This is an optimization exercise on Yosys and OpenROAD, whose aim is small area and a short achievable clock period, not a production implementation.
In this exercise RTL edits were held to simulation tests only and were not proved equivalent to the original.
No activity file was given, so power comes from the tool's default toggle rates.

==> flow/design.v <==
module controller (clock, reset,
	imem_addr, imem_data,
	dmem_en, dmem_we, dmem_addr, dmem_wdata, dmem_rdata,
	rf_we, rf_waddr, rf_wdata);
input wire clock;
input wire reset;
output wire [15:0] imem_addr;
input wire [15:0] imem_data;
output wire dmem_en, dmem_we;
output wire [15:0] dmem_addr, dmem_wdata;
input wire [15:0] dmem_rdata;
output wire rf_we;
output wire [2:0] rf_waddr;
output wire [15:0] rf_wdata;
reg [15:0] PC;
reg [15:0] IR_FD, PC_FD;
reg flush_FD;
reg [15:0] PC_DR;
reg [2:0] Rs1_DR, Rs2_DR, Rd_DR;
reg [5:0] ALU_op_DR;
reg [8:0] Imm9_DR;
reg R7_dest_DR, flush_DR, load_DR, store_DR, LM_DR, SM_DR;
reg ALU_MuxA_DR;
reg [2:0] ALU_MuxB_DR;
reg a1_ctrl, a3_ctrl_DR;
reg [2:0] reg_efct_DR;
reg [1:0] jump_DR;
reg rf4_wr_en;
reg [15:0] rf4;
reg [15:0] PC_RE, T1, T2;
reg [2:0] Rs1_RE, Rs2_RE, Rd_RE;
reg flush_RE, load_RE, R7_dest_RE, LM_RE, SM_RE, store_RE, a3_ctrl_RE;
reg [8:0] Imm9_RE;
reg ALU_MuxA_RE;
reg [2:0] ALU_MuxB_RE;
reg [5:0] ALU_op_RE;
reg [1:0] jump_RE;
reg [2:0] reg_efct_RE;
reg WB_en_EM;
reg [15:0] T2_dash, T3;
reg [2:0] Rd_EM;
reg LM_EM, SM_EM, flush_EM, R7_dest_EM, load_EM, store_EM, a3_ctrl_EM;
reg [2:0] reg_efct_EM;
reg [8:0] Imm9_EM;
reg [15:0] rf3, mdr;    
reg [2:0] Rd_MW;
reg R7_dest_MW, load_MW, flush_MW, LM_MW;
reg rf3_wr_en, mem_en, mem_we;
reg pEM_A, pEM_B, pMW_A, pMW_B, pHaz;
reg [15:0] alu_res_q, RF2_q;
reg alu_c_q, alu_z_q;
reg T2_dash_ctrl_q;
reg FD_en_q, DR_en_q, RE_en_q, EM_en_q;
reg [15:0] regs [0:7];
reg [7:0] rvalid;
wire [3:0] opFD = IR_FD[15:12];
assign rf_we = rf3_wr_en;
assign rf_waddr = Rd_MW;
assign rf_wdata = rf3;
wire cEM_A = pEM_A && !flush_RE;
wire cEM_B = pEM_B && !flush_RE;
wire cMW_A = pMW_A && !flush_RE;
wire cMW_B = pMW_B && !flush_RE;
wire fA_MW = cMW_A;
wire fA_EM = cEM_A && !cMW_A && !(store_RE && flush_MW);
wire fB_MW = !store_RE && cMW_B;
wire fB_EM = !store_RE && cEM_B && !cMW_B;
reg T2_dash_ctrl;
always @(*) begin
	T2_dash_ctrl = T2_dash_ctrl_q;
	if (store_RE) begin
		if (cEM_B) T2_dash_ctrl = 1;
		if (cEM_A) T2_dash_ctrl = 0;
		if (!flush_MW && !flush_RE) begin
			if (cMW_B) T2_dash_ctrl = 1;
			if (cMW_A) T2_dash_ctrl = 0;
		end
		else T2_dash_ctrl = 0;
	end
end
wire [15:0] aluA0 = ALU_MuxA_RE ? T1 : 16'b0;
wire [15:0] se79 = {{7{Imm9_RE[8]}}, Imm9_RE};
reg [15:0] aluB0;
always @(*) begin
	case (ALU_MuxB_RE)
	3'b000: aluB0 = 16'd1;
	3'b001: aluB0 = {Imm9_RE, 7'b0};
	3'b010: aluB0 = se79;
	3'b011: aluB0 = T2;
	default: aluB0 = 16'b0;
	endcase
end
wire [15:0] A = fA_MW ? mdr : fA_EM ? T3 : aluA0;
wire [15:0] B = fB_MW ? mdr : fB_EM ? T3 : aluB0;
wire [5:0] op = ALU_op_RE;
function [16:0] fast_add;
	input [15:0] a, b;
	reg [15:0] g, p, gn, pn;
	integer i, k;
	begin
		g = a & b; p = a | b;
		for (k = 1; k < 16; k = k * 2) begin
			gn = g; pn = p;
			for (i = 0; i < 16; i = i + 1)
				if ((i / k) % 2 == 1) begin
					gn[i] = g[i] | (p[i] & g[(i / k) * k - 1]);
					pn[i] = p[i] & p[(i / k) * k - 1];
				end
			g = gn; p = pn;
		end
		fast_add = {g[15], (a ^ b) ^ {g[14:0], 1'b0}};
	end
endfunction
wire [16:0] sum = fast_add(A, B);
wire z_add = !(A[0] ^ B[0]) && &(~((A[15:1] ^ B[15:1]) ^ (A[14:0] | B[14:0])));
wire nand_l = !(|A && |B);
reg [15:0] aluOut;
reg carry_flag, zero_flag;
always @(*) begin
	aluOut = alu_res_q;
	carry_flag = alu_c_q;
	zero_flag = alu_z_q;
	case (op[5:4])
	2'b01: begin
		aluOut = sum[15:0];
		if (op[3]) carry_flag = sum[16];
		if (op[2]) zero_flag = z_add;
	end
	2'b10: begin
		if (op[3]) begin
			aluOut = {15'h7fff, nand_l};
			carry_flag = 1'b1;
			if (op[2]) zero_flag = 1'b0;
		end
		else begin
			aluOut = sum[15:0];
			if (op[2]) zero_flag = z_add;
		end
	end
	2'b11: zero_flag = (A == B);
	default: ;
	endcase
end
wire LM_act = LM_EM && !flush_EM;
wire SM_act = (opFD == 4'b0111) && !flush_FD;
function [2:0] penc_addr;
	input [8:0] d;
	begin
		casez (d[7:0])
		8'b1???????: penc_addr = 3'd0;
		8'b01??????: penc_addr = 3'd1;
		8'b001?????: penc_addr = 3'd2;
		8'b0001????: penc_addr = 3'd3;
		8'b00001???: penc_addr = 3'd4;
		8'b000001??: penc_addr = 3'd5;
		8'b0000001?: penc_addr = 3'd6;
		8'b00000001: penc_addr = 3'd7;
		default: penc_addr = 3'd0;
		endcase
	end
endfunction
function [8:0] penc_clr;
	input [8:0] d;
	begin
		casez (d[7:0])
		8'b1???????: penc_clr = d & 9'b101111111;
		8'b01??????: penc_clr = d & 9'b110111111;
		8'b001?????: penc_clr = d & 9'b111011111;
		8'b0001????: penc_clr = d & 9'b111101111;
		8'b00001???: penc_clr = d & 9'b111110111;
		8'b000001??: penc_clr = d & 9'b111111011;
		8'b0000001?: penc_clr = d & 9'b111111101;
		8'b00000001: penc_clr = d & 9'b111111110;
		default: penc_clr = 9'b0;
		endcase
	end
endfunction
wire vbit_LM = LM_act && |Imm9_EM[7:0];
wire vbit_SM = SM_act && |IR_FD[7:0];
wire [2:0] LM_addr = LM_act ? penc_addr(Imm9_EM) : 3'd0;
wire [2:0] SM_addr = SM_act ? penc_addr(IR_FD[8:0]) : 3'd0;
wire [8:0] LM_next = LM_act ? penc_clr(Imm9_EM) : 9'd0;
wire [8:0] SM_next = SM_act ? penc_clr(IR_FD[8:0]) : 9'd0;
wire B1 = R7_dest_MW && load_MW && !flush_MW;
wire B2 = !flush_RE && jump_RE == 2'b00 && zero_flag;
wire B3 = R7_dest_RE && !load_RE && !flush_RE && jump_RE == 2'b11;
wire B4 = !flush_DR && jump_DR == 2'b10;
wire B5 = !flush_FD && opFD == 4'b1000;
wire hazEM = pHaz;
wire S1 = hazEM && !flush_EM && !flush_RE;
wire S2 = hazEM && flush_EM && !flush_RE;
wire LM_RE_act = !flush_RE && LM_RE;
wire LM_MW_done = !flush_MW && LM_MW && !vbit_LM;
wire flush_FD_wire = B1 || B2 || B3 || B4 || B5;
wire flush_DR_wire = B1 || B2 || B3 || B4 || flush_FD || (SM_act && !vbit_SM);
wire flush_RE_wire = B1 || B2 || B3 || flush_DR || LM_RE_act;
wire flush_EM_wire = S1 || (!S2 && (B1 || flush_RE));
wire flush_MW_wire = B1 || flush_EM;
reg PC_en, FD_en, DR_en, RE_en, EM_en;
always @(*) begin
	PC_en = 1; FD_en = FD_en_q; DR_en = DR_en_q; RE_en = RE_en_q; EM_en = EM_en_q;
	if (S1) begin
		PC_en = 0; FD_en = 0; DR_en = 0; RE_en = 0; EM_en = 0;
	end
	else if (S2) begin
		PC_en = 1; FD_en = 1; DR_en = 1; RE_en = 1; EM_en = 1;
	end
	if (LM_RE_act) begin
		PC_en = 0; FD_en = 0; DR_en = 0; RE_en = 0; EM_en = 1;
	end
	if (LM_act) begin
		PC_en = 0; FD_en = 0; DR_en = 0; RE_en = 0; EM_en = 0;
	end
	if (LM_MW_done) begin
		PC_en = 1; FD_en = 1; DR_en = 1; RE_en = 1; EM_en = 1;
	end
	if (SM_act) begin
		PC_en = !vbit_SM; FD_en = !vbit_SM;
	end
end
wire imm9FDctrl = vbit_SM;
wire imm9EMctrl = vbit_LM;
wire T3_ctrl = vbit_LM || (SM_EM && !flush_EM);
wire [15:0] beq_target = PC_RE + se79;
wire [15:0] jal_target = PC_FD + {{7{IR_FD[8]}}, IR_FD[8:0]};
wire [15:0] edbout = mem_en ? dmem_rdata : mdr;
wire [2:0] a1 = a1_ctrl ? Rs1_DR : 3'd7;
wire [2:0] a2 = Rs2_DR;
wire [15:0] rd1 = rvalid[a1] ? regs[a1] : 16'b0;
wire [15:0] rd2 = rvalid[a2] ? regs[a2] : 16'b0;
wire wr_hit1 = rf3_wr_en && (Rd_MW == a1);
wire wr_hit2 = rf3_wr_en && (Rd_MW == a2);
wire [15:0] rf1 = !wr_hit1 ? rd1 : (a1 != 3'd7) ? rf3 : rf4;
wire [15:0] rf2 = !wr_hit2 ? rd2 : (a2 != 3'd7) ? rf3 : (a1 == 3'd7) ? rf4 : RF2_q;
reg [15:0] PC_next;
always @(*) begin
	if (B1) PC_next = edbout;
	else if (B2) PC_next = beq_target;
	else if (B3) PC_next = aluOut;
	else if (B4) PC_next = rf2;
	else if (B5) PC_next = jal_target;
	else PC_next = PC + 16'd1;
end
assign imem_addr = PC;
assign dmem_en = mem_en;
assign dmem_we = mem_we;
assign dmem_addr = T3;
assign dmem_wdata = T2_dash;
wire [8:0] imm9FDout = imm9FDctrl ? SM_next : imem_data[8:0];
wire [8:0] imm9EMout = imm9EMctrl ? LM_next : Imm9_RE;
wire [15:0] T3_in = T3_ctrl ? T3 + 16'd1 : aluOut;
wire [15:0] T2_dash_in = T2_dash_ctrl ? mdr : T2;
wire [2:0] Rs2_FD_wire = (opFD == 4'b0000 || opFD == 4'b0010 || opFD == 4'b1100 || opFD == 4'b1001) ? IR_FD[8:6] :
	(opFD == 4'b0101) ? IR_FD[11:9] : 3'b000;
wire [2:0] Rs2_DR_wire = (opFD == 4'b0111) ? SM_addr : Rs2_FD_wire;
wire [2:0] n_Rs1_RE = RE_en ? Rs1_DR : Rs1_RE;
wire [2:0] n_Rs2_RE = RE_en ? Rs2_DR : Rs2_RE;
wire [2:0] n_eff_RE = RE_en ? reg_efct_DR : reg_efct_RE;
wire [2:0] n_Rd_EM = EM_en ? Rd_RE : Rd_EM;
wire n_load_EM = EM_en ? load_RE : load_EM;
wire n_store_EM = EM_en ? store_RE : store_EM;
wire n_LM_EM = EM_en ? LM_RE : LM_EM;
wire [2:0] n_eff_EM = EM_en ? reg_efct_RE : reg_efct_EM;
wire n_fEM = (EM_en || S1) ? flush_EM_wire : flush_EM;
wire [2:0] n_Rd_MW = a3_ctrl_EM ? Rd_EM : LM_addr;
wire n_fMW = flush_MW_wire;
always @(posedge clock) begin
	if (rf3_wr_en) regs[Rd_MW] <= rf3;
	if (rf4_wr_en && Rd_MW != 3'd7) regs[7] <= rf4;
	if (reset) rvalid <= 8'b0;
	else begin
		if (rf3_wr_en) rvalid[Rd_MW] <= 1'b1;
		if (rf4_wr_en && Rd_MW != 3'd7) rvalid[7] <= 1'b1;
	end
end
always @(posedge clock) begin
	rf4 <= PC_FD;
	alu_res_q <= aluOut;
	RF2_q <= rf2;
	if (DR_en) PC_DR <= PC_FD;
	if (RE_en) begin
		PC_RE <= PC_DR;
		T1 <= rf1;
		T2 <= rf2;
	end
	if ((!EM_en && LM_act) || (SM_EM && !flush_EM) || EM_en) T3 <= T3_in;
	if (EM_en) T2_dash <= T2_dash_in;
	rf3 <= load_EM ? edbout : T3;
end
always @(posedge clock) begin
	if (reset) begin
		PC <= 16'b0;
		IR_FD <= 16'b0; PC_FD <= 16'b0; flush_FD <= 1;
		flush_DR <= 1;
		Rs1_DR <= 3'b0; Rs2_DR <= 3'b0; Rd_DR <= 3'b0;
		ALU_op_DR <= 6'b000011; Imm9_DR <= 9'b0;
		R7_dest_DR <= 0; load_DR <= 0; store_DR <= 0; LM_DR <= 0; SM_DR <= 0;
		ALU_MuxA_DR <= 0; ALU_MuxB_DR <= 3'b0; a1_ctrl <= 0; a3_ctrl_DR <= 0;
		reg_efct_DR <= 3'b0; jump_DR <= 2'b11;
		rf4_wr_en <= 0; 
		flush_RE <= 1;
		Rs1_RE <= 3'b0; Rs2_RE <= 3'b0; Rd_RE <= 3'b0;
		load_RE <= 0; R7_dest_RE <= 0; LM_RE <= 0; SM_RE <= 0; store_RE <= 0; a3_ctrl_RE <= 0;
		Imm9_RE <= 9'b0; ALU_MuxA_RE <= 0; ALU_MuxB_RE <= 3'b0; ALU_op_RE <= 6'b000011;
		jump_RE <= 2'b11; reg_efct_RE <= 3'b0;
		WB_en_EM <= 0;
		Rd_EM <= 3'b0;
		LM_EM <= 0; SM_EM <= 0; flush_EM <= 1; R7_dest_EM <= 0; load_EM <= 0; store_EM <= 0;
		a3_ctrl_EM <= 0; reg_efct_EM <= 3'b0; Imm9_EM <= 9'b0;
		mdr <= 16'b0; Rd_MW <= 3'b0;
		R7_dest_MW <= 0; load_MW <= 0; flush_MW <= 1;
		LM_MW <= 0;
		rf3_wr_en <= 0; mem_en <= 0; mem_we <= 0;
		pEM_A <= 0; pEM_B <= 0; pMW_A <= 0; pMW_B <= 0; pHaz <= 0;
		alu_c_q <= 0; alu_z_q <= 0;
		T2_dash_ctrl_q <= 0;
		FD_en_q <= 1; DR_en_q <= 1; RE_en_q <= 1; EM_en_q <= 1;
	end
	else begin
		alu_c_q <= carry_flag; alu_z_q <= zero_flag;
		T2_dash_ctrl_q <= T2_dash_ctrl;
		FD_en_q <= FD_en; DR_en_q <= DR_en; RE_en_q <= RE_en; EM_en_q <= EM_en;
		if (PC_en) PC <= PC_next;
		if (FD_en) begin
			PC_FD <= PC;
			IR_FD[15:9] <= imem_data[15:9];
			IR_FD[8:0] <= imm9FDout;
			flush_FD <= flush_FD_wire;
		end
		else if (opFD == 4'b0111) begin
			IR_FD[8:0] <= imm9FDout;
		end
		if (DR_en) begin
			flush_DR <= flush_DR_wire;
			case (opFD)
			4'b0000, 4'b0010: begin  
				Rs1_DR <= IR_FD[11:9];
				Rs2_DR <= Rs2_DR_wire;
				Rd_DR <= IR_FD[5:3];
				if (IR_FD[1:0] == 2'b00) ALU_op_DR <= {opFD[1] ? 2'b10 : 2'b01, 4'b1100};
				if (IR_FD[1:0] == 2'b10) ALU_op_DR <= {opFD[1] ? 2'b10 : 2'b01, 4'b1110};
				if (IR_FD[1:0] == 2'b01) ALU_op_DR <= {opFD[1] ? 2'b10 : 2'b01, 4'b1101};
				if (IR_FD[5:3] == 3'd7) R7_dest_DR <= 1;
				else begin
					R7_dest_DR <= 0;
					load_DR <= 0;
					ALU_MuxA_DR <= 1;
					ALU_MuxB_DR <= 3'b011;
					a1_ctrl <= 1;
					a3_ctrl_DR <= 1;
					LM_DR <= 0;
					SM_DR <= 0;
					store_DR <= 0;
					reg_efct_DR <= 3'b111;
					jump_DR <= 2'b11;
				end
			end
			4'b0001: begin  
				Rs1_DR <= IR_FD[11:9];
				Rs2_DR <= Rs2_DR_wire;
				Rd_DR <= IR_FD[8:6];
				Imm9_DR <= {IR_FD[5], IR_FD[5], IR_FD[5], IR_FD[5:0]};
				ALU_op_DR <= 6'b011100;
				R7_dest_DR <= IR_FD[8:6] == 3'd7;
				load_DR <= 0; ALU_MuxA_DR <= 1; ALU_MuxB_DR <= 3'b010;
				a1_ctrl <= 1; a3_ctrl_DR <= 1; LM_DR <= 0; SM_DR <= 0; store_DR <= 0;
				reg_efct_DR <= 3'b101; jump_DR <= 2'b11;
			end
			4'b0011: begin  
				Rd_DR <= IR_FD[11:9];
				Rs2_DR <= Rs2_DR_wire;
				Imm9_DR <= IR_FD[8:0];
				ALU_op_DR <= 6'b011100;
				R7_dest_DR <= IR_FD[11:9] == 3'd7;
				load_DR <= 0; ALU_MuxA_DR <= 0; ALU_MuxB_DR <= 3'b010;
				a3_ctrl_DR <= 1; LM_DR <= 0; SM_DR <= 0; store_DR <= 0;
				reg_efct_DR <= 3'b001; jump_DR <= 2'b11;
			end
			4'b0100: begin  
				Rs1_DR <= IR_FD[8:6];
				Rs2_DR <= Rs2_DR_wire;
				Rd_DR <= IR_FD[11:9];
				Imm9_DR <= {IR_FD[5], IR_FD[5], IR_FD[5], IR_FD[5:0]};
				ALU_op_DR <= 6'b010100;
				R7_dest_DR <= IR_FD[11:9] == 3'd7;
				load_DR <= 1; ALU_MuxA_DR <= 1; ALU_MuxB_DR <= 3'b010;
				LM_DR <= 0; a3_ctrl_DR <= 1; SM_DR <= 0; store_DR <= 0;
				reg_efct_DR <= 3'b101; jump_DR <= 2'b11;
			end
			4'b0101: begin  
				Rs1_DR <= IR_FD[8:6];
				Rs2_DR <= Rs2_DR_wire;
				Imm9_DR <= {IR_FD[5], IR_FD[5], IR_FD[5], IR_FD[5:0]};
				ALU_op_DR <= 6'b010011;
				R7_dest_DR <= 0;
				load_DR <= 0; ALU_MuxA_DR <= 1; ALU_MuxB_DR <= 3'b010;
				a1_ctrl <= 1; LM_DR <= 0; SM_DR <= 0; store_DR <= 1;
				reg_efct_DR <= 3'b110; jump_DR <= 2'b11;
			end
			4'b0110: begin  
				Rs1_DR <= IR_FD[11:9];
				Rs2_DR <= Rs2_DR_wire;
				Imm9_DR <= IR_FD[8:0];
				ALU_op_DR <= 6'b010000;
				R7_dest_DR <= IR_FD[0];
				load_DR <= 1; ALU_MuxA_DR <= 1; ALU_MuxB_DR <= 3'b100;
				a1_ctrl <= 1; a3_ctrl_DR <= 0; LM_DR <= 1; SM_DR <= 0; store_DR <= 0;
				reg_efct_DR <= 3'b100; jump_DR <= 2'b11;
			end
			4'b0111: begin  
				Rs1_DR <= IR_FD[11:9];
				Rs2_DR <= Rs2_DR_wire;
				Imm9_DR <= IR_FD[8:0];
				ALU_op_DR <= 6'b010011;
				R7_dest_DR <= 0;
				load_DR <= 0; ALU_MuxA_DR <= 1; ALU_MuxB_DR <= 3'b100;
				a1_ctrl <= 1; LM_DR <= 0; SM_DR <= 1; store_DR <= 1;
				reg_efct_DR <= 3'b100; jump_DR <= 2'b11;
			end
			4'b1100: begin  
				Rs1_DR <= IR_FD[11:9];
				Rs2_DR <= Rs2_DR_wire;
				Imm9_DR <= IR_FD[8:0];
				ALU_op_DR <= 6'b110111;
				R7_dest_DR <= 0;
				load_DR <= 0; ALU_MuxA_DR <= 1; ALU_MuxB_DR <= 3'b011;
				a1_ctrl <= 1; LM_DR <= 0; SM_DR <= 0; store_DR <= 0;
				reg_efct_DR <= 3'b110; jump_DR <= 2'b00;
			end
			4'b1000: begin  
				Rs1_DR <= 3'd7;
				Rs2_DR <= Rs2_DR_wire;
				Rd_DR <= IR_FD[11:9];
				Imm9_DR <= IR_FD[8:0];
				ALU_op_DR <= 6'b010000;
				R7_dest_DR <= IR_FD[11:9] == 3'd7;
				load_DR <= 0; ALU_MuxA_DR <= 1; ALU_MuxB_DR <= 3'b000;
				a1_ctrl <= 1; LM_DR <= 0; SM_DR <= 0; store_DR <= 0;
				reg_efct_DR <= 3'b001; jump_DR <= 2'b01;
			end
			4'b1001: begin  
				Rs1_DR <= 3'd7;
				Rs2_DR <= Rs2_DR_wire;
				Rd_DR <= IR_FD[11:9];
				Imm9_DR <= IR_FD[8:0];
				ALU_op_DR <= 6'b010000;
				R7_dest_DR <= IR_FD[11:9] == 3'd7;
				load_DR <= 0; ALU_MuxA_DR <= 1; ALU_MuxB_DR <= 3'b000;
				a1_ctrl <= 1; LM_DR <= 0; SM_DR <= 0; store_DR <= 0;
				reg_efct_DR <= 3'b101; jump_DR <= 2'b10;
			end
			default: ;
			endcase
		end
		rf4_wr_en <= 1;
		if (!RE_en && LM_RE_act) flush_RE <= flush_RE_wire;
		if (RE_en) begin
			flush_RE <= flush_RE_wire;
			a3_ctrl_RE <= a3_ctrl_DR;
			Imm9_RE <= Imm9_DR;
			load_RE <= load_DR;
			R7_dest_RE <= R7_dest_DR;
			LM_RE <= LM_DR;
			SM_RE <= SM_DR;
			store_RE <= store_DR;
			Rs1_RE <= Rs1_DR;
			Rs2_RE <= Rs2_DR;
			Rd_RE <= Rd_DR;
			ALU_MuxA_RE <= ALU_MuxA_DR;
			ALU_MuxB_RE <= ALU_MuxB_DR;
			ALU_op_RE <= ALU_op_DR;
			reg_efct_RE <= reg_efct_DR;
			jump_RE <= jump_DR;
		end
		case (ALU_op_RE[1:0])
		2'b00: WB_en_EM <= 1;
		2'b10: WB_en_EM <= alu_c_q;
		2'b01: WB_en_EM <= alu_z_q;
		2'b11: WB_en_EM <= 0;
		endcase
		if (!EM_en && LM_act) begin
Imm9_EM <= imm9EMout;
		end
		if (EM_en) begin
			Rd_EM <= Rd_RE;
			LM_EM <= LM_RE;
			SM_EM <= SM_RE;
			load_EM <= load_RE;
			a3_ctrl_EM <= a3_ctrl_RE;
			store_EM <= store_RE;
			R7_dest_EM <= R7_dest_RE;
			reg_efct_EM <= reg_efct_RE;
			Imm9_EM <= imm9EMout;
		end
		mdr <= edbout;
		R7_dest_MW <= R7_dest_EM;
		load_MW <= load_EM;
		flush_EM <= n_fEM;
		flush_MW <= n_fMW;
		Rd_MW <= n_Rd_MW;
		rf3_wr_en <= WB_en_EM && (n_LM_EM ? !n_fEM : !n_fMW);
		mem_en <= (n_load_EM || n_store_EM) && !n_fEM;
		mem_we <= n_store_EM && !n_fEM;
		pEM_A <= n_eff_EM[0] && n_eff_RE[2] && (n_Rs1_RE == n_Rd_EM) && !n_load_EM && !n_fEM;
		pEM_B <= n_eff_EM[0] && n_eff_RE[1] && (n_Rs2_RE == n_Rd_EM) && !n_load_EM && !n_fEM;
		pMW_A <= reg_efct_EM[0] && n_eff_RE[2] && (n_Rs1_RE == n_Rd_MW) && load_EM && !n_fMW;
		pMW_B <= reg_efct_EM[0] && n_eff_RE[1] && (n_Rs2_RE == n_Rd_MW) && load_EM && !n_fMW;
		pHaz <= n_eff_EM[0] && n_load_EM && ((n_eff_RE[2] && n_Rs1_RE == n_Rd_EM) || (n_eff_RE[1] && n_Rs2_RE == n_Rd_EM));
		LM_MW <= LM_EM;
	end
end
endmodule
==> flow/flow/run.sh <==
#!/bin/bash
set -euo pipefail
MARGIN=5.7
grep -q 'SETUP_SLACK_MARGIN=5 ' standard.sh
sed "s/SETUP_SLACK_MARGIN=5 /SETUP_SLACK_MARGIN=$MARGIN /" standard.sh > standard_margin.sh
grep -q "SETUP_SLACK_MARGIN=$MARGIN " standard_margin.sh
bash standard_margin.sh > standard_margin.log 2>&1
test -f out/final.def
==> flow/standard.sh <==
#!/bin/bash
# synth_recipe.tcl (not shown) runs the flow's synth.tcl, then flattens the netlist and writes it again
# the make line also repeats each setting of config.mk as NAME=value (left out here)
make -C /OpenROAD-flow-scripts/flow DESIGN_CONFIG=/design/flow/config.mk WORK_HOME=/design/flow/orfs CLKGATE_MAP_FILE= SYNTH_SCRIPT=/design/flow/synth_recipe.tcl "${@:-finish}"
==> flow/config.mk <==
export PLATFORM = sky130hd
export DESIGN_NAME = controller
export DESIGN_NICKNAME = controller
export VERILOG_FILES = /design/flow/design.v
export SDC_FILE = /design/flow/constraint.sdc
export NUM_CORES = 4
export LEC_CHECK = 0
export ABC_AREA = 1
export CAP_MARGIN = 20
export CORE_MARGIN = 2
export CORE_UTILIZATION = 40
export CTS_BUF_LIST = sky130_fd_sc_hd__clkbuf_16
export CTS_CLUSTER_DIAMETER = 80
export CTS_CLUSTER_SIZE = 25
export SETUP_SLACK_MARGIN = 5
export SLEW_MARGIN = 20
==> flow/constraint.sdc <==
create_clock -name core_clock -period 9.0 [get_ports {clock}]
set_input_delay 1.8000 -clock core_clock [delete_from_list [all_inputs] [get_ports {clock}]]
set_output_delay 1.8000 -clock core_clock [all_outputs]
set_load 0.01 [all_outputs]
==> summary.txt, run 1 <==
number of buffers added by the clock tree synthesis step 29; grt total ovfl 0; number of failing setup endpoints in the final timing report 0; fin area 30000 sq um; Detailed Route WL 91600 microns; full die area 65800 sq um; Critical-path top delay cell sky130_fd_sc_hd__dfxtp_4; # clock sinks 488; Switching Fraction 34.3%; horizontal die dimension 256 microns; pin count of the biggest net entering global routing 88; Detailed Routing Iterations Pass 1 6; final layout net count 3406; data required time at the worst endpoint 9570 ps; height of the die 256 microns; cell type group with the largest total delay on the critical path simple AND/OR/NAND/NOR gates; setup repair after global routing missed its margin yes; number of enable-type register cells in the synthesized netlist 224; PD cells 182 nW/um^2; cell area after synthesis 25500 sq um; Layout area overhead 17.5%; vias in the first global route 21200; Yosys cell types 73; Initial Utilization 40.4%; worst path bufs/invs 4; most used flip-flop cell after synthesis sky130_fd_sc_hd__dfxtp_1; source of the worst register-to-register timing path flush_RE; Synth Instances 3182; headroom to the max-slew limit 29.2%; data arrival time of the critical path 4040 ps; later-pin clock latency in the skew report 640 ps; delay contributed by the slowest stage of the critical path 410 ps; final clock skew 30.1 ps; Yosys top cell by area sky130_fd_sc_hd__edfxtp_1; most repeated cell in the gate-level netlist after synthesis sky130_fd_sc_hd__nand2_1; count of buffers inserted at the top-level ports 103; clock network fraction of design power 27.5%; cell internal pwr 0.00358 W; initial DRC count 2462; Layout Cells excl Fill 4168; dpl hpwl 65400 microns; max-slew violation count 0; Synth area leaders sky130_fd_sc_hd__edfxtp_1, sky130_fd_sc_hd__dfxtp_1, sky130_fd_sc_hd__o21ai_0, sky130_fd_sc_hd__nand2_1, sky130_fd_sc_hd__a21oi_1; post-placement cell count 4019; hold slack 413 ps; maximum clock frequency 288 MHz; peak supply drop 0.150 mV; leading post-synthesis cells by instance count sky130_fd_sc_hd__nand2_1, sky130_fd_sc_hd__inv_1, sky130_fd_sc_hd__o21ai_0; area of placed instances 27200 sq um; fraction of synthesis flops using an asynchronous set or reset pin 0%; Clk pin slew, worst setup/hold paths 110 ps; antenna violation net count after detailed routing 0; static leakage power 12.5 nW; maximum clock path buffer count 3; Hold Violations, Final 0; clock tree from TritonCTS yes; min cycle time layout 3470 ps; Root Buffer Master sky130_fd_sc_hd__clkbuf_16; status finished clean; wire length of the first global-routing pass 136000 microns; GP Congestion 0.962; CTS H-tree depth 1; antenna violations before repair 1; total routing usage reported by global routing 27.0%; period utilisation layout 38.6%; aggregate negative setup slack 0 ps; number of ports placed on the die boundary 104; fraction of synthesized cell area taken by the top area cell type 26.4%; synthesis warning total 1; post-synthesis sequential element count 488; startpoint-to-endpoint class of the critical path reg -> reg; Max Cap Violations 0; share of total power in combinational logic 22.7%; Min-Delay Startpoint PC_FD[6]; vias 23100; Worst-Margin Slew 1060 ps; DRC 0; critical-path maximum fanout 7; sort of element at the start of the critical path flip-flop; Hold Buf Count CTS 0; Post-Route Utilization 47.5%; power spent charging and discharging nets 0.00187 W; synthesized area per cell 8.01 sq um; std cell rows 92; sequential cell area fraction in the yosys report 47.1%; Routed wire per std cell 22.0 microns; layout cells sized above 1 13.6%; sequential share of power 49.8%; Vias per Instance 5.54; path category of the worst min-delay check reg -> reg; Setup crit end kind flip-flop; total core area 63100 sq um; Post-Synthesis Net Count 3291; Worst Setup SP flush_RE
-- final cells by class --
cell class | instances | area, sq um
inverters | 433 | 1650
well taps | 846 | 1060
clock inverters | 24 | 225
fillers | 6393 | 33100
diodes | 2 | 5.00
repair inverters | 1 | 7.51
clock buffers | 30 | 751
multi-input cells | 2123 | 12100
flip-flops and latches | 488 | 12200
repair buffers | 221 | 1980
-- metal layers --
metal  up-vias  share of wire, %  track usage [%]
met1     10900                45             39.8
met4         0               3.6             7.96
li1      11100                 -                -
met3       131               8.4             3.02
met5         -                 0                0
met2      1025                43             41.7
-- final timing paths --
path / slack, ps / depth (start not counted) / end
setup / recovery: 5530 / 25 / PC[12]
hold / removal: 410 / 0 / rf4[6]
setup reg to reg: 5530 / 25 / PC[12]
hold reg to reg: 410 / 0 / rf4[6]
-- logic make-up (layout without fill, tap and decap cells) --
group                      count (synthesis)  after routing  synth area share (%)
AOI/OAI and AO/OA                       1004           1004                  22.2
and+or+nand+nor                          999           1006                  16.8
buffers and inverters                    578            709                  8.76
DFF                                      488            488                  47.1
adders and majority gates                 75             75                  3.83
xor gates and xnor gates                  38             38                  1.31
other                                      0              2                     0
-- cell usage in the layout, fill, tap and decap left out, types with 10 or more instances in the layout --
| cell type | Yosys | layout |
|---|---|---|
| sky130_fd_sc_hd__nor2_1 | 254 | 250 |
| sky130_fd_sc_hd__clkbuf_16 | 0 | 30 |
| sky130_fd_sc_hd__o21ai_0 | 388 | 355 |
| sky130_fd_sc_hd__inv_2 | 24 | 42 |
| sky130_fd_sc_hd__o21ai_1 | 32 | 41 |
| sky130_fd_sc_hd__dlygate4sd2_1 | 0 | 65 |
| sky130_fd_sc_hd__nand4_1 | 24 | 24 |
| sky130_fd_sc_hd__inv_1 | 407 | 390 |
| sky130_fd_sc_hd__a31oi_2 | 4 | 10 |
| sky130_fd_sc_hd__a211oi_1 | 26 | 26 |
| sky130_fd_sc_hd__clkdlybuf4s50_1 | 0 | 32 |
| sky130_fd_sc_hd__dfxtp_1 | 264 | 215 |
| sky130_fd_sc_hd__nand2_2 | 8 | 25 |
| sky130_fd_sc_hd__nand3_4 | 1 | 14 |
| sky130_fd_sc_hd__nor2_4 | 4 | 10 |
| sky130_fd_sc_hd__o211ai_1 | 37 | 37 |
| sky130_fd_sc_hd__xor2_1 | 26 | 26 |
| sky130_fd_sc_hd__dfxtp_4 | 0 | 44 |
| sky130_fd_sc_hd__o21ai_2 | 8 | 28 |
| sky130_fd_sc_hd__nor3_1 | 38 | 35 |
| sky130_fd_sc_hd__ha_1 | 70 | 55 |
| sky130_fd_sc_hd__o221ai_1 | 10 | 10 |
| sky130_fd_sc_hd__edfxtp_1 | 224 | 224 |
| sky130_fd_sc_hd__o22ai_2 | 1 | 10 |
| sky130_fd_sc_hd__a21oi_1 | 354 | 351 |
| sky130_fd_sc_hd__a21o_1 | 21 | 21 |
| sky130_fd_sc_hd__a31oi_1 | 29 | 21 |
| sky130_fd_sc_hd__buf_4 | 5 | 102 |
| sky130_fd_sc_hd__nor2_2 | 14 | 12 |
| sky130_fd_sc_hd__o22ai_1 | 42 | 33 |
| sky130_fd_sc_hd__nand2_1 | 487 | 463 |
| sky130_fd_sc_hd__nand3_1 | 134 | 121 |
| sky130_fd_sc_hd__xnor2_1 | 12 | 12 |
-- power groups by stage --
stage | clock, W | sequential [W] | combinational [W]
3_3_place_gp | 0 | 0.00278 | 0.00111
5_1_grt | 0.00159 | 0.00273 | 0.00135
6_report | 0.00150 | 0.00272 | 0.00124
2_1_floorplan | 0 | 0.00267 | 0.000730
4_1_cts | 0.00152 | 0.00271 | 0.00119
3_5_place_dp | 0 | 0.00278 | 0.00111
-- through the flow --
stage / total power, W / setup WS [ps]
finish: 0.00546 / 5530
global route: 0.00568 / 5360
CTS: 0.00543 / 5640
detailed placement: 0.00389 / 4480
global placement: 0.00389 / 4640
floorplan: 0.00340 / 5830
-- state kept, by name, indices dropped and copies added (netlist names), 6 cells and up, named ones only --
name	count
T1	16
alu_res_q	16
PC_RE	16
PC_FD	16
PC_DR	16
T2_dash	16
ALU_op_DR	6
mdr	16
T3	16
T2	16
ALU_op_RE	6
rf3	16
RF2_q	16
rvalid	8
Imm9_EM	8
rf4	16
IR_FD	16
Imm9_DR	9
Imm9_RE	9
PC	16
regs	128
-- what timing repair did --
action	in CTS	in global routing
resized for setup	297	93
endpoints found under the setup margin	132	60
cloned	9	0
pin swaps	27	38
buffers inserted	60	23
==> run 2: changes to the inputs <==
--- a/flow/design.v
+++ b/flow/design.v
@@ -15,7 +15,7 @@
 reg [15:0] PC;
 reg [15:0] IR_FD, PC_FD;
 reg flush_FD;
-reg [15:0] PC_DR;
+reg [15:0] tgt_DR;    
 reg [2:0] Rs1_DR, Rs2_DR, Rd_DR;
 reg [5:0] ALU_op_DR;
 reg [8:0] Imm9_DR;
@@ -27,7 +27,7 @@
 reg [1:0] jump_DR;
 reg rf4_wr_en;
 reg [15:0] rf4;
-reg [15:0] PC_RE, T1, T2;
+reg [15:0] tgt_RE, T1, T2;    
 reg [2:0] Rs1_RE, Rs2_RE, Rd_RE;
 reg flush_RE, load_RE, R7_dest_RE, LM_RE, SM_RE, store_RE, a3_ctrl_RE;
 reg [8:0] Imm9_RE;
@@ -221,8 +221,16 @@
 wire imm9FDctrl = vbit_SM;
 wire imm9EMctrl = vbit_LM;
 wire T3_ctrl = vbit_LM || (SM_EM && !flush_EM);
-wire [15:0] beq_target = PC_RE + se79;
-wire [15:0] jal_target = PC_FD + {{7{IR_FD[8]}}, IR_FD[8:0]};
+reg [8:0] n_Imm9_DR;
+always @(*) begin
+	case (opFD)
+	4'b0001, 4'b0100, 4'b0101: n_Imm9_DR = {IR_FD[5], IR_FD[5], IR_FD[5], IR_FD[5:0]};
+	4'b0011, 4'b0110, 4'b0111, 4'b1100, 4'b1000, 4'b1001: n_Imm9_DR = IR_FD[8:0];
+	default: n_Imm9_DR = Imm9_DR;
+	endcase
+end
+wire [15:0] jal_target = PC_FD + {{7{n_Imm9_DR[8]}}, n_Imm9_DR};
+wire [15:0] beq_target = tgt_RE;
 wire [15:0] edbout = mem_en ? dmem_rdata : mdr;
 wire [2:0] a1 = a1_ctrl ? Rs1_DR : 3'd7;
 wire [2:0] a2 = Rs2_DR;
@@ -277,9 +285,9 @@
 	rf4 <= PC_FD;
 	alu_res_q <= aluOut;
 	RF2_q <= rf2;
-	if (DR_en) PC_DR <= PC_FD;
+	if (DR_en) tgt_DR <= jal_target;
 	if (RE_en) begin
-		PC_RE <= PC_DR;
+		tgt_RE <= tgt_DR;
 		T1 <= rf1;
 		T2 <= rf2;
 	end
==> run 2 against run 1 <==
Sequential power shrank 6%. Sequential share of layout area grew 0.27 points. Largest power group unchanged. Highest routed layer is now met5. Synthesized area shrank 2.9%.
==> summary.txt, run 2 <==
most used flip-flop cell after synthesis sky130_fd_sc_hd__dfxtp_1; startpoint-to-endpoint class of the critical path reg -> reg; power spent charging and discharging nets 0.00146 W (-22%); min cycle time layout 3570 ps (+95.0 ps); antenna violation net count after detailed routing 0 (unchanged); total routing usage reported by global routing 29.6% (+2.6 points); headroom to the max-slew limit 26.2% (-3.0 points); number of enable-type register cells in the synthesized netlist 224 (unchanged); fin area 29700 sq um (-0.85%); CTS H-tree depth 1 (unchanged); status finished clean; synthesis warning total 1 (unchanged); count of buffers inserted at the top-level ports 103 (unchanged); vias in the first global route 22000 (+3.8%); max-slew violation count 0 (unchanged); reg2reg path depth 20 (-20%); height of the die 253 microns (-1.4%); horizontal die dimension 253 microns (-1.4%); share of total power in combinational logic 17.2% (-5.5 points); sequential share of power 53.0% (+3.2 points); worst slack after detailed placement 4430 ps (-52.6 ps); commonest non-fill, non-tap cells in the layout sky130_fd_sc_hd__nand2_1, sky130_fd_sc_hd__inv_1, sky130_fd_sc_hd__o21ai_0, sky130_fd_sc_hd__a21oi_1, sky130_fd_sc_hd__nor2_1; Setup crit end kind flip-flop; Worst-Margin Slew 1110 ps (+46.2 ps); period utilisation layout 39.7% (+1.1 points); setup repair after global routing missed its margin yes; sort of element at the start of the critical path flip-flop; Switching Fraction 30.1% (-4.2 points); final clock skew 51.8 ps (+21.7 ps); std cell rows 91 (-1.1%); fraction of synthesis flops using an asynchronous set or reset pin 0% (unchanged); number of instances on the worst hold path 0 (unchanged); Biggest register regs; peak supply drop 0.133 mV (-11%); Hold Violations, Final 0 (unchanged); path category of the worst min-delay check reg -> reg; aggregate negative setup slack 0 ps (unchanged); Routed wire per std cell 24.1 microns (+9.9%); full die area 63900 sq um (-2.8%); clock network fraction of design power 29.9% (+2.4 points); Min-Delay Startpoint PC_FD[13]; Register-to-Register Setup Slack 5430 ps (-90 ps); Yosys cell types 73 (unchanged); sequential cell area fraction in the yosys report 48.5% (+1.4 points); Root Buffer Master sky130_fd_sc_hd__clkbuf_16; Detailed Routing Iterations Pass 1 6 (unchanged); grt total ovfl 0 (unchanged); cell internal pwr 0.00337 W (-5.9%); final layout net count 3316 (-2.6%); Clk pin slew, worst setup/hold paths 110 ps (about the same); post-placement cell count 3848 (-4.3%); synthesized area per cell 8.10 sq um (+1.1%); number of fill cells 5970 (-6.6%); dpl hpwl 69400 microns (+6.2%); Worst Setup SP flush_RE; Synth Instances 3056 (-4.0%); antenna violations before repair 10 (+9); GP Congestion 0.974 (+1.2%); Initial Utilization 40.3% (-0.14 points); Vias per Instance 5.76 (+4.0%); leading post-synthesis cells by instance count sky130_fd_sc_hd__nand2_1, sky130_fd_sc_hd__inv_1, sky130_fd_sc_hd__o21ai_0; PD cells 162 nW/um^2 (-11%); clock tree from TritonCTS yes; DRC 0 (unchanged); vias 23200 (+0.68%); Yosys top cell by area sky130_fd_sc_hd__edfxtp_1; data required time at the worst endpoint 9560 ps (about the same); cell area after synthesis 24800 sq um (-2.9%); maximum clock path buffer count 3 (unchanged); Post-Synthesis Net Count 3149 (-4.3%); Post-Route Utilization 48.3% (+0.82 points); number of ports placed on the die boundary 104 (unchanged); Worst Hold End rf4[13]; source of the worst register-to-register timing path flush_RE; most repeated cell in the gate-level netlist after synthesis sky130_fd_sc_hd__nand2_1; wire length of the first global-routing pass 142000 microns (+4.4%); endpoint of the lowest-slack register-to-register path PC[12]; Synth area leaders sky130_fd_sc_hd__edfxtp_1, sky130_fd_sc_hd__dfxtp_1, sky130_fd_sc_hd__o21ai_0, sky130_fd_sc_hd__nand2_1, sky130_fd_sc_hd__a21oi_1; initial DRC count 2381 (-3.3%); Layout Cells excl Fill 4035 (-3.2%); later-pin clock latency in the skew report 630 ps (about the same); Worst Setup Slack, final 5430 ps (-95.0 ps); pin count of the biggest net entering global routing 121 (+38%); critical-path maximum fanout 14 (+7); Max Cap Violations 0 (unchanged); Layout area overhead 20.0%; # clock sinks 488 (unchanged); Hold Buf Count CTS 0 (unchanged); most common library cell in the layout ignoring fill and taps sky130_fd_sc_hd__nand2_1; Detailed Route WL 97400 microns (+6.4%); maximum clock frequency 280 MHz (-2.7%); number of buffers added by the clock tree synthesis step 27 (-6.9%); post-synthesis sequential element count 488 (unchanged); number of failing setup endpoints in the final timing report 0 (unchanged); area of placed instances 26600 sq um (-2.6%); total core area 61500 sq um (-2.5%); static leakage power 12.4 nW (-1.1%); layout cells sized above 1 16.4% (+2.8 points); fraction of synthesized cell area taken by the top area cell type 27.2% (+0.78 points); flip-flop count of the largest register after layout 128 (unchanged); data arrival time of the critical path 4130 ps (+90 ps)
run 2: final cells by class:
cell class                 instances  area (sq um)  share of cell area [%]
clock buffer                      30           751                    2.53
antenna                            3          7.51                  0.0253
clock inverter                    18           158                   0.531
sequential                       488         12200                    40.9
timing repair buffer             274          2380                    8.00
tap                              790           988                    3.33
multi-input combinational       2023         11700                    39.3
timing repair inverter             1          5.00                  0.0168
inverter                         408          1580                    5.32
run 2: power by group through the flow:
stage,clock network (W),registers (W),logic (W)
after floorplan,0,0.00256,0.000432
after global placement,0,0.00262,0.000692
after detailed placement,0,0.00262,0.000696
after CTS,0.00145,0.00255,0.000774
after global routing,0.00153,0.00257,0.000895
final,0.00144,0.00256,0.000828
run 2: metal layers:
metal / up-vias / track usage, % / wire, microns
met5: - / 0 / 43
met4: 6 / 9.91 / 3740
met3: 212 / 4.83 / 7660
met2: 1067 / 48.3 / 44700
met1: 11200 / 39.9 / 41300
li1: 10700 / - / -
run 2: cell families after synthesis:
family          after synthesis  synth area share (%)
flops                       488                  48.5
simple gates               1019                  17.7
compound gates              892                  20.4
fa+ha+maj                    59                  3.10
mux                           1                0.0455
xor+xnor                     47                  1.66
buf+inv                     550                  8.55
run 2: how the worst max path moves through the flow:
| stage | to | slack, ps | depth (start not counted) |
|---|---|---|---|
| after floorplan | PC[15] | 5670 | 22 |
| after global placement | PC[1] | 4510 | 22 |
| after detailed placement | PC[6] | 4430 | 21 |
| after CTS | PC[6] | 5460 | 23 |
| after global routing | PC[12] | 5260 | 26 |
| final | PC[12] | 5430 | 20 |
run 2: timing repair:
| item | CTS | global route |
|---|---|---|
| pin swaps | 52 | 60 |
| setup buffers | 93 | 35 |
| endpoints found under the setup margin | 154 | 77 |
| resized for setup | 298 | 142 |
| gates cloned | 4 | 3 |
run 2: worst max-delay path, cell delays in order (launching register included):
cell and delay [ps]:
sky130_fd_sc_hd__dfxtp_4 450, sky130_fd_sc_hd__inv_4 80, sky130_fd_sc_hd__nand2_8 130, sky130_fd_sc_hd__nand2_4 80, sky130_fd_sc_hd__clkinvlp_4 150, sky130_fd_sc_hd__buf_12 140, sky130_fd_sc_hd__nand3_1 100, sky130_fd_sc_hd__nand2_2 150
sky130_fd_sc_hd__inv_1 80, sky130_fd_sc_hd__ha_1 330, sky130_fd_sc_hd__nor4_1 590, sky130_fd_sc_hd__a31o_2 250, sky130_fd_sc_hd__inv_1 60, sky130_fd_sc_hd__nand2_2 90, sky130_fd_sc_hd__nand3_4 150, sky130_fd_sc_hd__nor2_4 260
sky130_fd_sc_hd__buf_6 140, sky130_fd_sc_hd__nand2_4 40, sky130_fd_sc_hd__o211ai_2 50, sky130_fd_sc_hd__nor2_1 70, sky130_fd_sc_hd__nor2_1 100
run 2: metrics by stage:
step,hold slack (ps),total power (W)
3_5_place_dp,383,0.00331
6_report,390,0.00483
3_3_place_gp,379,0.00331
4_1_cts,396,0.00478
2_1_floorplan,331,0.00299
5_1_grt,403,0.00499
==> run 3: changes to the inputs <==
==> flow/flow/run.sh (replaced) <==
#!/bin/bash
set -euo pipefail
MARGIN=5.5
grep -q 'SETUP_SLACK_MARGIN=5 ' standard.sh
sed "s/SETUP_SLACK_MARGIN=5 /SETUP_SLACK_MARGIN=$MARGIN /" standard.sh > standard_margin.sh
grep -q "SETUP_SLACK_MARGIN=$MARGIN " standard_margin.sh
bash standard_margin.sh \
  "CTS_ARGS=-sink_clustering_enable -repair_clock_nets -sink_clustering_size 25 -sink_clustering_max_diameter 80 -buf_list sky130_fd_sc_hd__clkbuf_16 -dont_use_dummy_load" \
  "BUFFER_PORTS_ARGS=-buffer_cell sky130_fd_sc_hd__buf_1" \
  finish > standard_margin.log 2>&1
test -f out/final.def
==> run 3 against run 2 <==
Via count fell by 4.3%. Global-route usage decreased by 2.8 points. Routed wire length fell by 9.9%. Still clean on timing, DRC and antenna. Synthesized cell count is the same. Critical endpoint is now PC[1]. Largest power group unchanged.
==> summary.txt, run 3 <==
status finished clean; later-pin clock latency in the skew report 620 ps (about the same); sum of internal, switching and leakage power 0.00459 W (-4.9%); synthesis warning total 1 (unchanged); pin count of the biggest net entering global routing 105 (-13%); grt total ovfl 0 (unchanged); startpoint-to-endpoint class of the critical path reg -> reg; Initial Utilization 40.3% (unchanged); sequential cell area 12000 sq um (-0.93%); post-placement cell count 3843 (-0.13%); height of the die 253 microns (unchanged); number of enable-type register cells in the synthesized netlist 224 (unchanged); reg2reg path depth 24 (+20%); period utilisation layout 39.8% (+0.14 points); DRC 0 (unchanged); commonest non-fill, non-tap cells in the layout sky130_fd_sc_hd__nand2_1, sky130_fd_sc_hd__inv_1, sky130_fd_sc_hd__o21ai_0, sky130_fd_sc_hd__a21oi_1, sky130_fd_sc_hd__nor2_1; final layout net count 3249 (-2.0%); number of instances on the worst hold path 0 (unchanged); path category of the worst min-delay check reg -> reg; Layout Cells excl Fill 3946 (-2.2%); endpoint of the lowest-slack register-to-register path PC[1]; initial DRC count 2335 (-1.9%); layout cells sized above 1 11.9% (-4.6 points); most repeated cell in the gate-level netlist after synthesis sky130_fd_sc_hd__nand2_1; critical-path maximum fanout 6 (-8); maximum clock path buffer count 3 (unchanged); clock tree from TritonCTS yes; Register-to-Register Setup Slack 5420 ps (about the same); Routed wire per std cell 22.2 microns (-7.9%); vias in the first global route 20100 (-8.8%); count of buffers inserted at the top-level ports 103 (unchanged); max-slew violation count 0 (unchanged); total core area 61500 sq um (unchanged); area of placed instances 25900 sq um (-2.6%); Max Cap Violations 0 (unchanged); data required time at the worst endpoint 9460 ps (-100 ps); aggregate negative setup slack 0 ps (unchanged); antenna violations before repair 13 (+3); CTS H-tree depth 1 (unchanged); wire length of the first global-routing pass 129000 microns (-9.2%); Detailed Route WL 87800 microns (-9.9%); setup repair after global routing missed its margin yes; peak supply drop 0.158 mV (+19%); total area of multi-input combinational cells 11400 sq um (-2.4%); full die area 63900 sq um (unchanged); vias 22300 (-4.3%); Setup crit end kind flip-flop; PD cells 164 nW/um^2 (+0.68%); dpl hpwl 64200 microns (-7.5%); Clk pin slew, worst setup/hold paths 100 ps (about the same); GP Congestion 1.00 (+2.7%); Layout area overhead 13.3%; Root Buffer Master sky130_fd_sc_hd__clkbuf_16; fraction of synthesis flops using an asynchronous set or reset pin 0% (unchanged); Vias per Instance 5.64 (-2.1%); data arrival time of the critical path 4040 ps (-90 ps); # clock sinks 488 (unchanged); source of the worst register-to-register timing path ALU_MuxB_RE[2]; sort of element at the start of the critical path flip-flop; Synth area leaders sky130_fd_sc_hd__edfxtp_1, sky130_fd_sc_hd__dfxtp_1, sky130_fd_sc_hd__o21ai_0, sky130_fd_sc_hd__nand2_1, sky130_fd_sc_hd__a21oi_1; Min-Delay Startpoint PC_FD[14]; static leakage power 11.2 nW (-9.7%); horizontal die dimension 253 microns (unchanged); flip-flop count of the largest register after layout 128 (unchanged); fraction of synthesized cell area taken by the top area cell type 27.2% (unchanged); number of fill cells 6068 (+1.6%); Detailed Routing Iterations Pass 1 6 (unchanged); final clock skew 51.4 ps (-0.403 ps); synthesized area per cell 8.10 sq um (unchanged); Post-Synthesis Net Count 3149 (unchanged); Hold Violations, Final 0 (unchanged); antenna violation net count after detailed routing 0 (unchanged); Worst-Margin Slew 1100 ps (-1.87 ps); cell area after synthesis 24800 sq um (unchanged); Hold Buf Count CTS 0 (unchanged); sequential cell area fraction in the yosys report 48.5% (unchanged); most used flip-flop cell after synthesis sky130_fd_sc_hd__dfxtp_1; fin area 28100 sq um (-5.5%); min cycle time layout 3580 ps (+13.0 ps); std cell rows 91 (unchanged); most common library cell in the layout ignoring fill and taps sky130_fd_sc_hd__nand2_1; leading post-synthesis cells by instance count sky130_fd_sc_hd__nand2_1, sky130_fd_sc_hd__inv_1, sky130_fd_sc_hd__o21ai_0; Biggest register regs; number of ports placed on the die boundary 104 (unchanged); Yosys top cell by area sky130_fd_sc_hd__edfxtp_1; headroom to the max-slew limit 26.4% (+0.12 points); number of buffers added by the clock tree synthesis step 29 (+7.4%); maximum clock frequency 279 MHz (-0.36%); Synth Instances 3056 (unchanged); post-synthesis sequential element count 488 (unchanged); Worst Hold End rf4[14]; Yosys cell types 73 (unchanged); total routing usage reported by global routing 26.8% (-2.8 points); number of failing setup endpoints in the final timing report 0 (unchanged)
==> run 3: cell counts after synthesis <==
No cell type changed its count.
==> run 3: cell type report <==
cell class | count | area share [%]
flip-flops and latches | 488 | 42.9
multi-input cells | 2020 | 40.6
well taps | 790 | 3.52
clock buffers | 29 | 2.59
repair buffers | 209 | 4.70
inverters | 408 | 5.62
diodes | 2 | 0.0178
==> run 3: cells by family after synthesis <==
group	share of synthesized area, %
flops	48.5
fa+ha+maj	3.10
buf+inv	8.55
simple gates	17.7
mux	0.0455
xor+xnor	1.66
compound gates	20.4
==> run 3: metrics by stage <==
step | setup WS, ps | hold WS [ps] | utilization, %
2_1_floorplan | 5640 | 331 | -
3_5_place_dp | 4670 | 391 | 42.1
4_1_cts | 5470 | 403 | 44.5
5_1_grt | 5200 | 412 | 45.7
6_report | 5420 | 405 | 45.7
3_3_place_gp | 4740 | 396 | 42.1
==> run 3: worst max-delay path: stages (launching register included) <==
cell	delay, ps
sky130_fd_sc_hd__dfxtp_4	370
sky130_fd_sc_hd__buf_6	130
sky130_fd_sc_hd__nor3_4	320
sky130_fd_sc_hd__buf_4	180
sky130_fd_sc_hd__nand2_1	40
sky130_fd_sc_hd__nand3_1	130
sky130_fd_sc_hd__nand2_1	60
sky130_fd_sc_hd__o211ai_1	120
sky130_fd_sc_hd__o21ai_2	150
sky130_fd_sc_hd__inv_1	80
sky130_fd_sc_hd__ha_1	250
sky130_fd_sc_hd__xnor2_1	140
sky130_fd_sc_hd__nor2_1	120
sky130_fd_sc_hd__nand3_1	80
sky130_fd_sc_hd__nor2_1	120
sky130_fd_sc_hd__o21ai_1	100
sky130_fd_sc_hd__o21bai_1	150
sky130_fd_sc_hd__nand2_1	120
sky130_fd_sc_hd__nand2_2	110
sky130_fd_sc_hd__nand3_4	120
sky130_fd_sc_hd__nor2_4	180
sky130_fd_sc_hd__buf_12	130
sky130_fd_sc_hd__nand2_1	60
sky130_fd_sc_hd__o211ai_1	80
sky130_fd_sc_hd__a21oi_1	80
==> run 3: timing repair <==
item                       4_1_cts  5_1_grt
setup endpoints to repair       82       54
gates cloned                     1        1
setup buffers                   43       27
resized for setup              113      137
pin swaps                       17       55
==> run 3: where the power goes <==
part / switching [W] / internal [W] / total [W]
registers: 0.000120 / 0.00245 / 0.00257
clock network: 0.000730 / 0.000569 / 0.00130
logic: 0.000482 / 0.000239 / 0.000721
==> run 3: how the worst max path moves through the flow <==
stage / start / slack (ps) / end / cells after the start
5_1_grt: ALU_MuxB_RE[2] / 5200 / PC[11] / 26
3_3_place_gp: flush_RE / 4740 / PC[6] / 21
3_5_place_dp: IR_FD[14] / 4670 / PC[13] / 25
4_1_cts: IR_FD[13] / 5470 / PC[13] / 26
6_report: ALU_MuxB_RE[2] / 5420 / PC[1] / 24
2_1_floorplan: IR_FD[12] / 5640 / PC[15] / 22
==> run 3: per-layer routing <==
layer  GRT usage, %  share of wire (%)
met1           37.5                 43
met2           41.3                 44
met3           5.54                9.4
met4           8.62                3.7
met5              0               0.12
==> run 4: changes to the inputs <==
--- a/flow/flow/run.sh
+++ b/flow/flow/run.sh
@@ -1,6 +1,6 @@
 #!/bin/bash
 set -euo pipefail
-MARGIN=5.5
+MARGIN=5.8
 grep -q 'SETUP_SLACK_MARGIN=5 ' standard.sh
 sed "s/SETUP_SLACK_MARGIN=5 /SETUP_SLACK_MARGIN=$MARGIN /" standard.sh > standard_margin.sh
 grep -q "SETUP_SLACK_MARGIN=$MARGIN " standard_margin.sh
==> run 4 against run 3 <==
Count of clock-buffer cells in the layout grew 1. Sequential power hardly changed. First-iteration DRC count grew 8.0%. Routed wire length rose by 7.6%. Register-to-register slack worse by 50 ps. Die area is the same. Largest power group unchanged. Highest routed layer unchanged.
==> summary.txt, run 4 <==
adder-cell area share of the yosys netlist 3.10% (unchanged); total routing usage reported by global routing 28.6% (+1.8 points); met3 usage in global routing 4.33% (-1.2 points); leading post-synthesis cells by instance count sky130_fd_sc_hd__nand2_1, sky130_fd_sc_hd__inv_1, sky130_fd_sc_hd__o21ai_0; post-placement cell count 3848 (+0.13%); maximum clock path buffer count 3 (unchanged); vias in the first global route 21700 (+8.0%); clock tree from TritonCTS yes; setup repair after global routing missed its margin yes; fraction of synthesized cell area in xor and xnor cells 1.66% (unchanged); Root Buffer Master sky130_fd_sc_hd__clkbuf_16; maximum clock frequency 275 MHz (-1.4%); fraction of synthesis flops using an asynchronous set or reset pin 0% (unchanged); power spent charging and discharging nets 0.00138 W (+3.5%); GP Congestion 1.00 (+0.41%); sort of element at the start of the critical path flip-flop; critical-path maximum fanout 7 (+1); later-pin clock latency in the skew report 630 ps (about the same); Max Cap Violations 0 (unchanged); Synth Instances 3056 (unchanged); post-synthesis sequential element count 488 (unchanged); Min-Delay Startpoint PC_FD[14]; most repeated cell in the gate-level netlist after synthesis sky130_fd_sc_hd__nand2_1; headroom to the max-slew limit 28.0% (+1.7 points); Setup crit end kind flip-flop; Routed wire per std cell 23.6 microns (+6.0%); most used flip-flop cell after synthesis sky130_fd_sc_hd__dfxtp_1; # clock sinks 488 (unchanged); commonest non-fill, non-tap cells in the layout sky130_fd_sc_hd__nand2_1, sky130_fd_sc_hd__inv_1, sky130_fd_sc_hd__o21ai_0, sky130_fd_sc_hd__a21oi_1, sky130_fd_sc_hd__nor2_1; busiest layer in global routing met2; Clk pin slew, worst setup/hold paths 90 ps (about the same); aggregate negative setup slack 0 ps (unchanged); full die area 63900 sq um (unchanged); number of failing setup endpoints in the final timing report 0 (unchanged); synthesized area per cell 8.10 sq um (unchanged); number of fill cells 5891 (-2.9%); met2 routing resource usage after global routing 46.2% (+4.9 points); height of the die 253 microns (unchanged); sequential cell area fraction in the yosys report 48.5% (unchanged); Post-Synthesis Net Count 3149 (unchanged); final antenna diode count 0 (-2); flip-flop count of the largest register after layout 128 (unchanged); Initial Utilization 40.3% (unchanged); Yosys top cell by area sky130_fd_sc_hd__edfxtp_1; Synth Area in Compound Gates 20.4% (unchanged); total core area 61500 sq um (unchanged); DRC 0 (unchanged); final clock skew 54.1 ps (+2.63 ps); source of the worst register-to-register timing path store_RE; vias 23200 (+4.2%); initial DRC count 2521 (+8.0%); fraction of synthesized cell area taken by the top area cell type 27.2% (unchanged); Biggest register regs; Layout area overhead 18.2%; data arrival time of the critical path 4080 ps (+40 ps); Switching Fraction 29.4% (+0.42 points); Vias per Instance 5.79 (+2.6%); most common library cell in the layout ignoring fill and taps sky130_fd_sc_hd__nand2_1; Register-to-Register Setup Slack 5370 ps (-50 ps); area of placed instances 25900 sq um (+0.27%); Worst Hold End rf4[14]; static leakage power 11.6 nW (+4.0%); Detailed Route WL 94400 microns (+7.6%); status finished clean; Synth area leaders sky130_fd_sc_hd__edfxtp_1, sky130_fd_sc_hd__dfxtp_1, sky130_fd_sc_hd__o21ai_0, sky130_fd_sc_hd__nand2_1, sky130_fd_sc_hd__a21oi_1; min cycle time layout 3630 ps (+52.0 ps); Layout Cells excl Fill 4006 (+1.5%); combinational family with the most area after synthesis compound AO/OA/AOI/OAI gates; antenna violations before repair 11 (-2); count of buffers inserted at the top-level ports 103 (unchanged); antenna violation net count after detailed routing 0 (unchanged); period utilisation layout 40.4% (+0.58 points); layout cells sized above 1 16.9% (+5.1 points); grt total ovfl 0 (unchanged); startpoint-to-endpoint class of the critical path reg -> reg; number of instances on the worst hold path 0 (unchanged); sequential share of power 54.9% (-1.1 points); reg2reg path depth 22 (-8.3%); mux share of post-synthesis cell area 0.0455% (unchanged); std cell rows 91 (unchanged); Synth Area in Simple Gates 17.7% (unchanged); pin count of the biggest net entering global routing 77 (-27%); final layout net count 3311 (+1.9%); path category of the worst min-delay check reg -> reg; synthesis warning total 1 (unchanged); horizontal die dimension 253 microns (unchanged); CTS H-tree depth 1 (unchanged); endpoint of the lowest-slack register-to-register path PC[1]; data required time at the worst endpoint 9440 ps (-20 ps); number of buffers added by the clock tree synthesis step 30 (+3.4%); clock network fraction of design power 28.3% (about the same); number of enable-type register cells in the synthesized netlist 224 (unchanged); dpl hpwl 67800 microns (+5.6%); Hold Violations, Final 0 (unchanged); number of ports placed on the die boundary 104 (unchanged); fin area 29300 sq um (+4.3%); wire length of the first global-routing pass 138000 microns (+7.1%); max-slew violation count 0 (unchanged); cell area after synthesis 24800 sq um (unchanged); Worst-Margin Slew 1080 ps (-26.0 ps); share of total power in combinational logic 16.8% (+1.1 points); grt met1 use 39.1% (+1.6 points); peak supply drop 0.152 mV (-4.1%); cell internal pwr 0.00331 W (+1.4%); Detailed Routing Iterations Pass 1 6 (unchanged); PD cells 160 nW/um^2 (-2.2%); Yosys cell types 73 (unchanged)
-- run 4: cell counts after synthesis --
No cell type changed its count.
-- run 4: cell families after synthesis --
kind of cell / count (synthesis)
adder cells (fa/ha/maj): 59
flip-flops: 488
AO/OA/AOI/OAI: 892
XOR/XNOR: 47
AND/OR/NAND/NOR: 1019
multiplexers: 1
buffers and inverters: 550
-- run 4: power groups by stage --
stage               logic, W  registers (W)  clock network, W
floorplan           0.000433        0.00256                 0
global placement    0.000653        0.00262                 0
detailed placement  0.000658        0.00262                 0
CTS                 0.000723        0.00257           0.00134
global route        0.000847        0.00258           0.00141
finish              0.000785        0.00257           0.00133
-- run 4: area by class of cell --
class,instances,area [sq um],area share (%)
tap,790,988,3.38
multi-input combinational,2022,12000,40.9
timing repair buffer,265,1860,6.35
clock buffer,30,751,2.56
inverter,408,1610,5.49
sequential,488,12100,41.3
timing repair inverter,3,20.0,0.0684
-- run 4: layer usage --
| metal | vias to the layer above | part of all wire [%] |
|---|---|---|
| li1 | 10700 | - |
| met1 | 11200 | 42 |
| met2 | 1069 | 46 |
| met3 | 221 | 8.6 |
| met4 | 20 | 4.0 |
| met5 | - | 0.14 |
-- run 4: worst max-delay path: stages (launching register included) --
cell	delay [ps]
sky130_fd_sc_hd__dfxtp_4	410
sky130_fd_sc_hd__clkinvlp_4	250
sky130_fd_sc_hd__buf_12	230
sky130_fd_sc_hd__nand2_8	100
sky130_fd_sc_hd__buf_8	150
sky130_fd_sc_hd__o211ai_1	120
sky130_fd_sc_hd__o21ai_2	150
sky130_fd_sc_hd__inv_1	80
sky130_fd_sc_hd__ha_1	320
sky130_fd_sc_hd__xnor2_1	130
sky130_fd_sc_hd__nor2_1	120
sky130_fd_sc_hd__nand3_1	90
sky130_fd_sc_hd__nor2_1	150
sky130_fd_sc_hd__o21ai_2	90
sky130_fd_sc_hd__o21bai_1	140
sky130_fd_sc_hd__nand2_1	110
sky130_fd_sc_hd__nand2_2	100
sky130_fd_sc_hd__nand3_4	110
sky130_fd_sc_hd__nor2_4	210
sky130_fd_sc_hd__buf_6	140
sky130_fd_sc_hd__nand2_2	50
sky130_fd_sc_hd__o211ai_1	90
sky130_fd_sc_hd__a21oi_1	100
-- run 4: per-stage QoR --
stage	setup slack, ps	total power, W	hold WS (ps)	util (%)
3_3_place_gp	4610	0.00327	378	42.2
5_1_grt	5210	0.00484	401	47.6
4_1_cts	5470	0.00463	396	46.0
2_1_floorplan	5780	0.00299	331	-
3_5_place_dp	4510	0.00328	384	42.2
6_report	5370	0.00468	402	47.6
-- run 4: repair_timing --
item                                    CTS  global route
pin swaps                                58            77
gates cloned                              7             1
hold buffers                              0             0
resized for setup                       263           171
setup buffers                            73            47
endpoints found under the hold margin     0             0
endpoints found under the setup margin  122           107
-- run 4: how the worst max path moves through the flow --
stage	startpoint	endpoint	cells after the start
3_3_place_gp	IR_FD[13]	PC[15]	22
2_1_floorplan	IR_FD[12]	PC[15]	22
5_1_grt	ALU_MuxB_RE[1]	PC[4]	25
4_1_cts	flush_RE	PC[12]	24
6_report	store_RE	PC[1]	22
3_5_place_dp	flush_RE	PC[1]	22

-- static timing again, ports no longer ideal --
No port has a modelled driver above. Below, the same layouts with a new extraction and two added sets of constraints. Step 1: set_driving_cell puts a clkbuf_16 on clock and a buf_2 on each other input, an assumption about the parent block. Step 2, shift: input delay + t, output delay - t, t = (earliest + latest rising clock arrival at the registers) / 2. This alone moves slack from input paths to output paths. a / b / c = ideal ports / drivers / drivers and shift; a / b = the first two.
run	shift t [ns]	slack for setup (ns)	slew at the worst register clock pin (ns)	worst slew at a driven data input, ns
run 1	0.684	5.526 / 5.526 / 5.232	0.11 / 0.11	0.04
run 2	0.669	5.431 / 5.431 / 5.336	0.11 / 0.11	0.05
run 3	0.657	5.418 / 5.418 / 5.214	0.10 / 0.10	0.04
run 4	0.668	5.366 / 5.366 / 5.364	0.10 / 0.10	0.04
After both steps every run listed still meets setup and hold. For run 1, which loses most, drivers alone change the setup slack by 0.000 ns; drivers and shift together by -0.294 ns.
